This is an optimization exercise on Yosys and OpenROAD, whose aim is small area and a short achievable clock period, not a production implementation.
In this exercise RTL edits were held to simulation tests only and were not proved equivalent to the original.
No activity file was given, so power comes from the tool's default toggle rates.

Setup of job 101:
Design NEURON, start of the top module:
module NEURON(Clock, SignA, SignB, SignC, SignD, ExponentA, ExponentB, ExponentC, ExponentD, MantissaA, MantissaB, MantissaC, MantissaD, SignOut, ExponentOut, MantissaOut, SignOut1, ExponentOut1, MantissaOut1, SignOut2, ExponentOut2, MantissaOut2);
==> flow/config.mk <==
export PLATFORM = sky130hd
export DESIGN_NAME = NEURON
export DESIGN_NICKNAME = NEURON
export VERILOG_FILES = /design/flow/design.v
export SDC_FILE = /design/flow/constraint.sdc
export NUM_CORES = 4
export LEC_CHECK = 0
export CAP_MARGIN = 20
export CORE_MARGIN = 2
export CORE_UTILIZATION = 55
export CTS_BUF_LIST = sky130_fd_sc_hd__clkbuf_8
export SLEW_MARGIN = 20
export SYNTH_HIERARCHICAL = 1
export TNS_END_PERCENT = 5
==> flow/constraint.sdc <==
create_clock -name core_clock -period 11.0 [get_ports {Clock}]
set_input_delay 2.2000 -clock core_clock [delete_from_list [all_inputs] [get_ports {Clock}]]
set_output_delay 2.2000 -clock core_clock [all_outputs]
set_load 0.01 [all_outputs]
standard.sh (not shown) runs the stock make flow with config.mk's settings and CLKGATE_MAP_FILE= SYNTH_SCRIPT=/design/flow/synth_recipe.tcl, a recipe that flattens the netlist after the stock synthesis.
==> flow/flow/run.sh <==
#!/bin/bash
# The standard layout, with plain buf_1 cells as port buffers and timing
# repair aiming below the clock period (paths with less than SETUP_SLACK_MARGIN
# ns of slack are repaired).
set -euo pipefail
export BUFFER_PORTS_ARGS="-buffer_cell sky130_fd_sc_hd__buf_1"
export SETUP_SLACK_MARGIN=7.45
bash standard.sh > standard_flow.log 2>&1
> inputs changed (job 101 -> job 102)
Settings: a deleted SYNTH_HIERARCHICAL that had been 1.
diff --git a/flow/flow/run.sh b/flow/flow/run.sh
--- a/flow/flow/run.sh
+++ b/flow/flow/run.sh
@@ -6,3 +6,3 @@
 export BUFFER_PORTS_ARGS="-buffer_cell sky130_fd_sc_hd__buf_1"
-export SETUP_SLACK_MARGIN=7.45
+export SETUP_SLACK_MARGIN=7.3
 bash standard.sh > standard_flow.log 2>&1
Results
- Job 102 vs. job 101: share of the clock period used by the worst path went down by 0.67 points.
- Job 101 → job 102: setup-violating endpoint count in the final report about even, core utilization rose 1.4 points.

---

## job 7475
NEURON again, from the RTL that the note above started with.
// NEURON
module NEURON(Clock, SignA, SignB, SignC, SignD, ExponentA, ExponentB, ExponentC, ExponentD, MantissaA, MantissaB, MantissaC, MantissaD, SignOut, ExponentOut, MantissaOut, SignOut1, ExponentOut1, MantissaOut1, SignOut2, ExponentOut2, MantissaOut2);
clock: 11.0 ns
lec_check: 0
cap_margin: 10
core_margin: 2
core_utilization: 60
cts_buf_list: sky130_fd_sc_hd__clkbuf_8
slew_margin: 10
synth_hierarchical: 1
tns_end_percent: 5
==> flow/flow/run.sh <==
#!/bin/bash
# The standard layout, with plain buf_1 cells as port buffers and timing
# repair aiming below the clock period (paths with less than SETUP_SLACK_MARGIN
# ns of slack are repaired).
set -euo pipefail
export BUFFER_PORTS_ARGS="-buffer_cell sky130_fd_sc_hd__buf_1"
export SETUP_SLACK_MARGIN=7.3
bash standard.sh > standard_flow.log 2>&1
Job 7475 was carried through to the last stage, and its layout satisfied the timing, design-rule and antenna checks.
Changes in job 5108 relative to job 7475:
- SLEW_MARGIN changed from 10 to 20
- CORE_UTILIZATION changed from 60 to 65
- CAP_MARGIN changed from 10 to 20
--- outcome ---
[compare] base=job 7475 new=job 5108: die area has decreased; routed wire length level.
Growth of design area from synthesis to finish ends up lower on job 7475.
On job 5108: wire length of the first global-routing pass is about 4% lower than what job 7475 gave.
Job 5108 ended up with a higher power consumption than job 7475 did.
On final hold slack, job 7475 and job 5108 are basically level.
The inputs of job 5165 differ from those of job 5108 as listed below.
- CORE_UTILIZATION changed from 65 to 55
- Job 5165 finished every step from synthesis to the final layout, and the layout passed the timing, design-rule and antenna checks.
- Number of resized instances in the post-cts repair step: job 5165 vs job 5108 up 6
- Cmp job 5165 vs job 5108: buffering overhead lower in job 5165
- Initial DRC count on job 5165 is behind job 5108.
- Relative to job 5108, the worst setup timing slack at the placement stage of job 5165 is lower by 5.1 ps.
- Synthesis-to-finish area growth was higher in the run labelled job 5108.
- In the reports for job 5108 and job 5165, the smaller count of cell instances traversed by the critical path belongs to job 5165.
- For job 5108, the beginning of the critical path was q_eq30, unlike job 5165, where it was q_m[4].
- The filler cell count in job 5165 sits 33% above the value recorded for job 5108.
Input-level comparison between job 3056 and job 5165:
- CORE_UTILIZATION now 60, was 55
Findings:
- Lower share of power burned in combinational logic among job 3056 and job 5165: job 5165
- Relative to job 5165, final standard cell area without fillers decreased by about 0.5% in job 3056.
- Summary of job 3056 over job 5165: worst setup slack saw an increase; post-detailed-route wirelength per cell climbed 3.3%; routed length on met2 went down 3.2%; per-cell via count in the routed design saw an increase; met3 wirelength from detailed routing now larger.
- Comparing routed wire length for job 3056 and job 5165, the smaller number came from job 5165.
- Between job 5165 and job 3056, the leakage power figures differ only marginally.

-- re-timing with driven ports --
No port has a modelled driver above. Below, the same layouts with a new extraction and two added sets of constraints.
Step 1 (the two cells are an assumption about what drives the block):
set clk [get_ports {Clock}]
set_driving_cell -lib_cell sky130_fd_sc_hd__clkbuf_16 $clk
set_driving_cell -lib_cell sky130_fd_sc_hd__buf_2 [delete_from_list [all_inputs] $clk]
Step 2, shift: input delay + t, output delay - t, t = (earliest + latest rising clock arrival at the registers) / 2. This alone moves slack from input paths to output paths.
a / b / c = ideal ports / drivers / drivers and shift; a / b = the first two.
run | t (ns) | setup slack, ns | slew at the worst register clock pin (ns) | cell pins on the clock port's net
job 101 | 0.400 | 7.166 / 7.131 / 6.924 | 0.09 / 0.09 | 1
job 102 | 0.389 | 7.239 / 7.205 / 7.028 | 0.09 / 0.09 | 1
job 7475 | 0.398 | 7.194 / 7.159 / 6.923 | 0.10 / 0.10 | 1
job 5108 | 0.398 | 7.191 / 7.157 / 6.913 | 0.10 / 0.10 | 1
job 5165 | 0.401 | 7.171 / 7.135 / 6.924 | 0.09 / 0.09 | 1
job 3056 | 0.398 | 7.194 / 7.159 / 6.923 | 0.10 / 0.10 | 1
After both steps setup and hold are still met in every run listed. For job 5108, which loses most, drivers alone change the setup slack by -0.034 ns; drivers and shift together by -0.278 ns.
